From an optimization exercise on the open Yosys and OpenROAD flow, aimed at small area; shortcuts taken in it are not production practice. Only simulation tests tie the RTL to the original design; equivalence was not proved. No driver is modelled on the clock port, so clocking that relies on it looks cheaper here than on a real chip. No activity file was given, so power comes from the tool's default toggle rates.

==> inputs of v38 <==
// main
module main(clk, rst, d0, d1, d2, d3, d4, d5, d6, d7, row, col0, col1, action0, action1, action2, t_busy, r_busy, t_cell0, t_cell1, t_cell2, t_cell3, t_cell4, t_cell5, t_cell6, t_cell7, r_cell0, r_cell1, r_cell2, r_cell3, r_cell4, r_cell5, r_cell6, r_cell7);
clock: 8.0 ns
lec_check: 0
cap_margin: 20
core_margin: 2
core_utilization: 40
slew_margin: 20
standard.sh (not shown) runs the stock make flow with config.mk's settings and CLKGATE_MAP_FILE= SYNTH_SCRIPT=/design/flow/synth_recipe.tcl, a recipe that flattens the netlist after the stock synthesis.
==> flow/flow/run.sh <==
#!/bin/bash
# Own layout flow: the standard flow (standard.sh), with
#  - synthesis re-mapped by an area-oriented ABC script (flow/area.abc) and
#    without the adder mapping step; registers are mapped before ABC runs,
#    so they are the standard synthesis's own;
#  - 8-input AND-OR trees that ABC maps as nand4 of four a22oi re-mapped
#    as nand3(a222oi, a222oi, a22oi) (flow/aoi_merge.py), smaller cells of
#    the same function;
#  - input/output port buffers of the smallest buffer cell (buf_1);
#  - a clock tree of clkbuf_4 cells without dummy loads, where clock
#    buffers with slow sinks are upsized afterwards (flow/post_cts.tcl).
# Each step's output goes to its own log file in the work folder.
set -euo pipefail
W="$(cd "$(dirname "${BASH_SOURCE[0]}")/.." && pwd)"
F="$W/flow"
cd "$W"

# ORFS synth.tcl with the ABC script replaced after the preamble sets it.
sed 's#^source \$::env(SCRIPTS_DIR)/synth_preamble.tcl$#&\nset abc_args [lreplace $abc_args 1 1 '"$F"'/area.abc]#' \
  "$FLOW_HOME/scripts/synth.tcl" > "$W/own_synth_body.tcl"
grep -q "area.abc" "$W/own_synth_body.tcl"
sed "s#source \$::env(SCRIPTS_DIR)/synth.tcl#source $W/own_synth_body.tcl#" \
  "$W/synth_recipe.tcl" > "$W/own_synth.tcl"
grep -q "own_synth_body.tcl" "$W/own_synth.tcl"

bash standard.sh SYNTH_SCRIPT="$W/own_synth.tcl" ADDER_MAP_FILE= synth > "$W/synth.log" 2>&1

# Re-map the AND-OR trees in the netlist; make then rebuilds 1_synth.odb
# from the newer netlist.
NETLIST="$W/orfs/results/$FLOW_PLATFORM/main/base/1_2_yosys.v"
cp "$NETLIST" "$W/1_2_yosys_abc.v"
python3 "$F/aoi_merge.py" "$NETLIST" > "$W/aoi_merge.log" 2>&1
LIB="$(ls "$FLOW_HOME"/platforms/$FLOW_PLATFORM/lib/sky130_fd_sc_hd__tt_025C_1v80.lib)"
sed -e "s#LIBERTY#$LIB#" -e "s#BEFORE#$W/1_2_yosys_abc.v#" -e "s#AFTER#$NETLIST#" "$F/equiv.ys" > "$W/equiv.ys"
if ! yosys -q -l "$W/equiv.log" "$W/equiv.ys" > /dev/null 2>&1; then
  echo "re-mapped netlist not proven equal; keeping ABC's" >> "$W/aoi_merge.log"
  cp "$W/1_2_yosys_abc.v" "$NETLIST"
fi
sleep 1
touch "$NETLIST"

export BUFFER_PORTS_ARGS="-buffer_cell sky130_fd_sc_hd__buf_1"
export CTS_ARGS="-sink_clustering_enable -repair_clock_nets -dont_use_dummy_load -buf_list sky130_fd_sc_hd__clkbuf_4"
export POST_CTS_TCL="$F/post_cts.tcl"
bash standard.sh finish > "$W/layout.log" 2>&1
==> flow/flow/aoi_merge.py <==
#!/usr/bin/env python3
"""Re-map 8-input AND-OR trees in a mapped netlist: a nand4 whose four inputs
are each driven by an a22oi that drives nothing else computes
OR of 8 AND2 terms; it is rewritten as nand3(a222oi, a222oi, a22oi), the same
function in less area. Nets keep their names; usage: aoi_merge.py NETLIST."""
import re
import sys

path = sys.argv[1]
text = open(path).read()
inst_re = re.compile(r'^  (sky130_fd_sc_hd__\w+) (\S+) \((.*?)\n  \);\n', re.S | re.M)
pin_re = re.compile(r'\.(\w+)\((.*?)\)(?:,\s*\n|\s*\n|$)', re.S)

insts = []
for m in inst_re.finditer(text):
    pins = {p: n.strip() for p, n in pin_re.findall(m.group(3) + '\n')}
    insts.append((m.start(), m.end(), m.group(1), m.group(2), pins))

# fanout of each net over instance pins, plus module port use
use = {}
for _, _, cell, name, pins in insts:
    for p, n in pins.items():
        use[n] = use.get(n, 0) + 1
drv = {}
for i, (_, _, cell, name, pins) in enumerate(insts):
    if cell == 'sky130_fd_sc_hd__a22oi_1':
        drv[pins['Y']] = i
ports = set()
hdr = text[:text.index(');')]
for w in re.findall(r'\b(\w+)\b', hdr):
    ports.add(w)

def fmt(cell, name, pins):
    body = ',\n'.join('    .%s(%s%s)' % (p, n, ' ' if n.startswith('\\') else '') for p, n in pins)
    return '  %s %s (\n%s\n  );\n' % (cell, name, body)

edits = {}
newwires = []
removed = set()
count = 0
for i, (s, e, cell, name, pins) in enumerate(insts):
    if cell != 'sky130_fd_sc_hd__nand4_1':
        continue
    ins = [pins[p] for p in 'ABCD']
    if len(set(ins)) != 4:
        continue
    srcs = [drv.get(n) for n in ins]
    if any(x is None or x in removed for x in srcs):
        continue
    if any(use.get(n, 0) != 2 or n in ports for n in ins):
        continue
    terms = []
    for x in srcs:
        p = insts[x][4]
        terms += [(p['A1'], p['A2']), (p['B1'], p['B2'])]
    n1, n2, n3 = ['aoim_%d_%d' % (count, k) for k in range(3)]
    newwires += [n1, n2, n3]
    names = ['aoim_%d_g%d' % (count, k) for k in range(3)]
    new = fmt('sky130_fd_sc_hd__a222oi_1', names[0],
              [('A1', terms[0][0]), ('A2', terms[0][1]), ('B1', terms[1][0]), ('B2', terms[1][1]),
               ('C1', terms[2][0]), ('C2', terms[2][1]), ('Y', n1)])
    new += fmt('sky130_fd_sc_hd__a222oi_1', names[1],
               [('A1', terms[3][0]), ('A2', terms[3][1]), ('B1', terms[4][0]), ('B2', terms[4][1]),
                ('C1', terms[5][0]), ('C2', terms[5][1]), ('Y', n2)])
    new += fmt('sky130_fd_sc_hd__a22oi_1', names[2],
               [('A1', terms[6][0]), ('A2', terms[6][1]), ('B1', terms[7][0]), ('B2', terms[7][1]),
                ('Y', n3)])
    new += fmt('sky130_fd_sc_hd__nand3_1', 'aoim_%d_g3' % count,
               [('A', n1), ('B', n2), ('C', n3), ('Y', pins['Y'])])
    edits[i] = new
    for x in srcs:
        edits[x] = ''
        removed.add(x)
    count += 1

out = []
last = 0
for i, (s, e, cell, name, pins) in enumerate(insts):
    if i in edits:
        out.append(text[last:s])
        out.append(edits[i])
        last = e
out.append(text[last:])
res = ''.join(out)
if newwires:
    k = res.index(');') + 3
    res = res[:k] + ''.join('  wire %s;\n' % w for w in newwires) + res[k:]
open(path, 'w').write(res)
print('aoi_merge: rewrote %d AND-OR trees' % count)
==> flow/flow/equiv.ys <==
# Prove the re-mapped netlist equal to ABC's: every net and register pin
# that both netlists share must carry the same function.
read_liberty -ignore_miss_func LIBERTY
read_verilog BEFORE
rename main gold
read_verilog AFTER
rename main gate
flatten
async2sync
equiv_make gold gate eq
hierarchy -top eq
equiv_simple
equiv_status -assert
==> flow/flow/post_cts.tcl <==
estimate_parasitics -placement
set_propagated_clock [all_clocks]
set limit 115
set n 0
foreach inst [get_cells *] {
  if {[get_property $inst ref_name] ne "sky130_fd_sc_hd__clkbuf_4"} { continue }
  set out [get_pins [get_property $inst full_name]/X]
  set worst 0
  foreach p [get_pins -of_objects [get_nets -of_objects $out] -filter "direction==input"] {
    foreach e {rise fall} {
      set worst [expr {max($worst, 1000.0 * [get_property $p slew_max_$e])}]
    }
  }
  puts "clock buffer [get_property $inst full_name]: worst sink slew $worst ps"
  if {$worst > $limit} {
    replace_cell $inst sky130_fd_sc_hd__clkbuf_8
    incr n
  }
}
puts "upsized $n clock buffers"
if {$n > 0} {
  detailed_placement
  estimate_parasitics -placement
}
Other scripts of this flow, unchanged in this note and not shown: flow/flow/area.abc
==> inputs of v19, as changes to v38 <==
--- a/flow/flow/run.sh
+++ b/flow/flow/run.sh
@@ -4,10 +4,12 @@
 #    without the adder mapping step; registers are mapped before ABC runs,
 #    so they are the standard synthesis's own;
-#  - 8-input AND-OR trees that ABC maps as nand4 of four a22oi re-mapped
-#    as nand3(a222oi, a222oi, a22oi) (flow/aoi_merge.py), smaller cells of
-#    the same function;
+#  - 8-input AND-OR trees that ABC maps with four a22oi re-mapped with
+#    two a222oi and one a22oi, and inverters after a NAND/NOR gate merged
+#    into an AND/OR cell (flow/aoi_merge.py): smaller cells of the same
+#    function, checked equal by Yosys (flow/equiv.ys);
 #  - input/output port buffers of the smallest buffer cell (buf_1);
-#  - a clock tree of clkbuf_4 cells without dummy loads, where clock
-#    buffers with slow sinks are upsized afterwards (flow/post_cts.tcl).
+#  - a clock tree of clkbuf_4 cells without dummy loads, whose root and
+#    whose leaf buffers with slow sinks are upsized afterwards
+#    (flow/post_cts.tcl).
 # Each step's output goes to its own log file in the work folder.
 set -euo pipefail
--- a/flow/flow/aoi_merge.py
+++ b/flow/flow/aoi_merge.py
@@ -1,7 +1,9 @@
 #!/usr/bin/env python3
-"""Re-map 8-input AND-OR trees in a mapped netlist: a nand4 whose four inputs
-are each driven by an a22oi that drives nothing else computes
-OR of 8 AND2 terms; it is rewritten as nand3(a222oi, a222oi, a22oi), the same
-function in less area. Nets keep their names; usage: aoi_merge.py NETLIST."""
+"""Re-map 8-input AND-OR trees in a mapped netlist. A nand4 whose four inputs
+are each driven by an a22oi that drives nothing else computes the OR of 8 AND2
+terms; it is rewritten as nand3(a222oi, a222oi, a22oi), the same function in
+less area. Likewise a41oi(four such a22oi, B1) becomes
+a31oi(a222oi, a222oi, a22oi, B1). Existing nets keep their names; the new
+cells and nets get new names. Usage: aoi_merge.py NETLIST."""
 import re
 import sys
@@ -40,7 +42,10 @@
 count = 0
 for i, (s, e, cell, name, pins) in enumerate(insts):
-    if cell != 'sky130_fd_sc_hd__nand4_1':
+    if cell == 'sky130_fd_sc_hd__nand4_1':
+        ins = [pins[p] for p in 'ABCD']
+    elif cell == 'sky130_fd_sc_hd__a41oi_1':
+        ins = [pins[p] for p in ('A1', 'A2', 'A3', 'A4')]
+    else:
         continue
-    ins = [pins[p] for p in 'ABCD']
     if len(set(ins)) != 4:
         continue
@@ -66,6 +71,10 @@
                [('A1', terms[6][0]), ('A2', terms[6][1]), ('B1', terms[7][0]), ('B2', terms[7][1]),
                 ('Y', n3)])
-    new += fmt('sky130_fd_sc_hd__nand3_1', 'aoim_%d_g3' % count,
-               [('A', n1), ('B', n2), ('C', n3), ('Y', pins['Y'])])
+    if cell == 'sky130_fd_sc_hd__nand4_1':
+        new += fmt('sky130_fd_sc_hd__nand3_1', 'aoim_%d_g3' % count,
+                   [('A', n1), ('B', n2), ('C', n3), ('Y', pins['Y'])])
+    else:
+        new += fmt('sky130_fd_sc_hd__a31oi_1', 'aoim_%d_g3' % count,
+                   [('A1', n1), ('A2', n2), ('A3', n3), ('B1', pins['B1']), ('Y', pins['Y'])])
     edits[i] = new
     for x in srcs:
@@ -86,4 +95,53 @@
     k = res.index(');') + 3
     res = res[:k] + ''.join('  wire %s;\n' % w for w in newwires) + res[k:]
+
+# Second pass: an inverter whose input comes from a NAND/NOR gate that drives
+# nothing else is merged with that gate into the AND/OR cell of the same
+# inputs (or3 for inv(nor3), and3 for inv(nand3), ...), which is smaller.
+MERGE = {
+    'sky130_fd_sc_hd__nor2_1': 'sky130_fd_sc_hd__or2_1',
+    'sky130_fd_sc_hd__nor3_1': 'sky130_fd_sc_hd__or3_1',
+    'sky130_fd_sc_hd__nor4_1': 'sky130_fd_sc_hd__or4_1',
+    'sky130_fd_sc_hd__nand2_1': 'sky130_fd_sc_hd__and2_1',
+    'sky130_fd_sc_hd__nand3_1': 'sky130_fd_sc_hd__and3_1',
+    'sky130_fd_sc_hd__nand4_1': 'sky130_fd_sc_hd__and4_1',
+}
+INV = ('sky130_fd_sc_hd__inv_1', 'sky130_fd_sc_hd__clkinv_1')
+text = res
+insts = []
+for m in inst_re.finditer(text):
+    pins = {p: n.strip() for p, n in pin_re.findall(m.group(3) + '\n')}
+    insts.append((m.start(), m.end(), m.group(1), m.group(2), pins))
+use = {}
+for _, _, cell, name, pins in insts:
+    for p, n in pins.items():
+        use[n] = use.get(n, 0) + 1
+drv = {}
+for i, (_, _, cell, name, pins) in enumerate(insts):
+    if cell in MERGE:
+        drv[pins['Y']] = i
+edits = {}
+merged = 0
+for i, (s0, e0, cell, name, pins) in enumerate(insts):
+    if cell not in INV:
+        continue
+    n = pins['A']
+    j = drv.get(n)
+    if j is None or j in edits or use.get(n, 0) != 2 or n in ports:
+        continue
+    g = insts[j]
+    gp = [(p, v) for p, v in g[4].items() if p != 'Y'] + [('X', pins['Y'])]
+    edits[j] = fmt(MERGE[g[2]], g[3], gp)
+    edits[i] = ''
+    merged += 1
+out = []
+last = 0
+for i, (s0, e0, cell, name, pins) in enumerate(insts):
+    if i in edits:
+        out.append(text[last:s0])
+        out.append(edits[i])
+        last = e0
+out.append(text[last:])
+res = ''.join(out)
 open(path, 'w').write(res)
-print('aoi_merge: rewrote %d AND-OR trees' % count)
+print('aoi_merge: rewrote %d AND-OR trees, merged %d inverters' % (count, merged))
--- a/flow/flow/post_cts.tcl
+++ b/flow/flow/post_cts.tcl
@@ -1,8 +1,3 @@
-estimate_parasitics -placement
-set_propagated_clock [all_clocks]
-set limit 115
-set n 0
-foreach inst [get_cells *] {
-  if {[get_property $inst ref_name] ne "sky130_fd_sc_hd__clkbuf_4"} { continue }
+proc sink_slew_ps {inst} {
   set out [get_pins [get_property $inst full_name]/X]
   set worst 0
@@ -12,4 +7,32 @@
     }
   }
+  return $worst
+}
+proc clock_buffers {} {
+  set bufs {}
+  foreach inst [get_cells *] {
+    if {[get_property $inst ref_name] eq "sky130_fd_sc_hd__clkbuf_4"} { lappend bufs $inst }
+  }
+  return $bufs
+}
+set_propagated_clock [all_clocks]
+set n 0
+foreach inst [clock_buffers] {
+  set leaves 0
+  set out [get_pins [get_property $inst full_name]/X]
+  foreach p [get_pins -of_objects [get_nets -of_objects $out] -filter "direction==input"] {
+    set c [get_cells -of_objects $p]
+    if {[llength $c] == 1 && [get_property $c ref_name] eq "sky130_fd_sc_hd__clkbuf_4"} { incr leaves }
+  }
+  if {$leaves > 0} {
+    puts "root clock buffer [get_property $inst full_name] drives $leaves buffers"
+    replace_cell $inst sky130_fd_sc_hd__clkbuf_8
+    incr n
+  }
+}
+estimate_parasitics -placement
+set limit 110
+foreach inst [clock_buffers] {
+  set worst [sink_slew_ps $inst]
   puts "clock buffer [get_property $inst full_name]: worst sink slew $worst ps"
   if {$worst > $limit} {
--- a/flow/config.mk
+++ b/flow/config.mk
@@ -8,4 +8,6 @@
 export CAP_MARGIN = 20
 export CORE_MARGIN = 2
-export CORE_UTILIZATION = 40
+export CORE_UTILIZATION = 65
+export GPL_TIMING_DRIVEN = 0
+export PLACE_DENSITY = 0.75
 export SLEW_MARGIN = 20
==> inputs of v18, as changes to v38 <==
==> flow/flow/run.sh (replaced) <==
#!/bin/bash
# Own layout flow: the standard flow (standard.sh), with
#  - synthesis re-mapped by an area-oriented ABC script (flow/area.abc) and
#    without the adder mapping step; registers are mapped before ABC runs,
#    so they are the standard synthesis's own;
#  - input/output port buffers of the smallest buffer cell (buf_1);
#  - a clock tree of clkbuf_4 cells without dummy loads, where clock
#    buffers with slow sinks are upsized afterwards (flow/post_cts.tcl).
# Each step's output goes to its own log file in the work folder.
set -euo pipefail
W="$(cd "$(dirname "${BASH_SOURCE[0]}")/.." && pwd)"
F="$W/flow"
cd "$W"

# ORFS synth.tcl with the ABC script replaced after the preamble sets it.
sed 's#^source \$::env(SCRIPTS_DIR)/synth_preamble.tcl$#&\nset abc_args [lreplace $abc_args 1 1 '"$F"'/area.abc]#' \
  "$FLOW_HOME/scripts/synth.tcl" > "$W/own_synth_body.tcl"
grep -q "area.abc" "$W/own_synth_body.tcl"
sed "s#source \$::env(SCRIPTS_DIR)/synth.tcl#source $W/own_synth_body.tcl#" \
  "$W/synth_recipe.tcl" > "$W/own_synth.tcl"
grep -q "own_synth_body.tcl" "$W/own_synth.tcl"

bash standard.sh SYNTH_SCRIPT="$W/own_synth.tcl" ADDER_MAP_FILE= synth > "$W/synth.log" 2>&1

export BUFFER_PORTS_ARGS="-buffer_cell sky130_fd_sc_hd__buf_1"
export CTS_ARGS="-sink_clustering_enable -repair_clock_nets -dont_use_dummy_load -buf_list sky130_fd_sc_hd__clkbuf_4"
export POST_CTS_TCL="$F/post_cts.tcl"
bash standard.sh finish > "$W/layout.log" 2>&1
removed: flow/flow/aoi_merge.py
removed: flow/flow/equiv.ys
==> run summary <==
cell count after synthesis=526; WP depth=10; Initial Utilization=40.7%; status=timing/DRC/antenna clean; met3 WL post-DR=1.76 mm; FF-to-FF setup slack=4400 ps; Die Height=136 µm; fill count=1541; via count=4747; Finished Core Util=44.3%; M3 GR Usage=5.78%
[end of results for v38]
==> run summary <==
status=timing/DRC/antenna clean; via count=4713; M3 GR Usage=6.96%; met3 WL post-DR=1.97 mm; Finished Core Util=71.9%; WP depth=9; cell count after synthesis=512; Initial Utilization=67.2%; Comb pwr share=16.3%; fill count=737; FF-to-FF setup slack=4090 ps; Peak VDD IR=198 µV
[end of results for v19]
==> run summary <==
fill count=1600; Worst setup SP type=input port; clock slew at reported path FFs=80 ps; met3 WL post-DR=1.50 mm; Die Height=137 µm; FF-to-FF setup slack=4470 ps; Power Clock=0.000405 W; Max Cap Viol=0; Reg-to-Reg End=rx_inst.r_col[0]; cell count after synthesis=541; Post-route DRC=0; total track usage=19.0%; GR peak layer=met2; Initial Utilization=40.9%; M3 GR Usage=5.33%; via count=4771; WP depth=10; Finished Core Util=44.5%; status=timing/DRC/antenna clean
[end of results for v18]

-- what the ideal ports hide --
In the flow no input, the clock included, has a driving cell. The finished layouts below were timed again as built, in two steps. Step 1 assumes that a clkbuf_16 drives the clock port and a buf_2 every other input. Step 2 moves the port delays by t, midway between the first and last clock arrival at a register: inputs arrive t later, outputs are due t later. That takes back most of the time a late clock gives input paths. Three values: no drivers, after step 1, after step 2; two values: the first two.
| run | shift t [ns] | slack for setup (ns) | clock arrival spread, ns | worst register clock-pin slew, ns | pins driven straight from the clock port |
|---|---|---|---|---|---|
| v38 | 0.471 | 2.542 / 2.520 / 2.520 | 0.042 / 0.042 | 0.12 / 0.12 | 1 |
| v19 | 0.461 | 2.571 / 2.549 / 2.549 | 0.038 / 0.037 | 0.11 / 0.11 | 1 |
| v18 | 0.484 | 2.665 / 2.644 / 2.644 | 0.035 / 0.035 | 0.11 / 0.11 | 1 |
After both steps setup and hold are still met in every run listed.
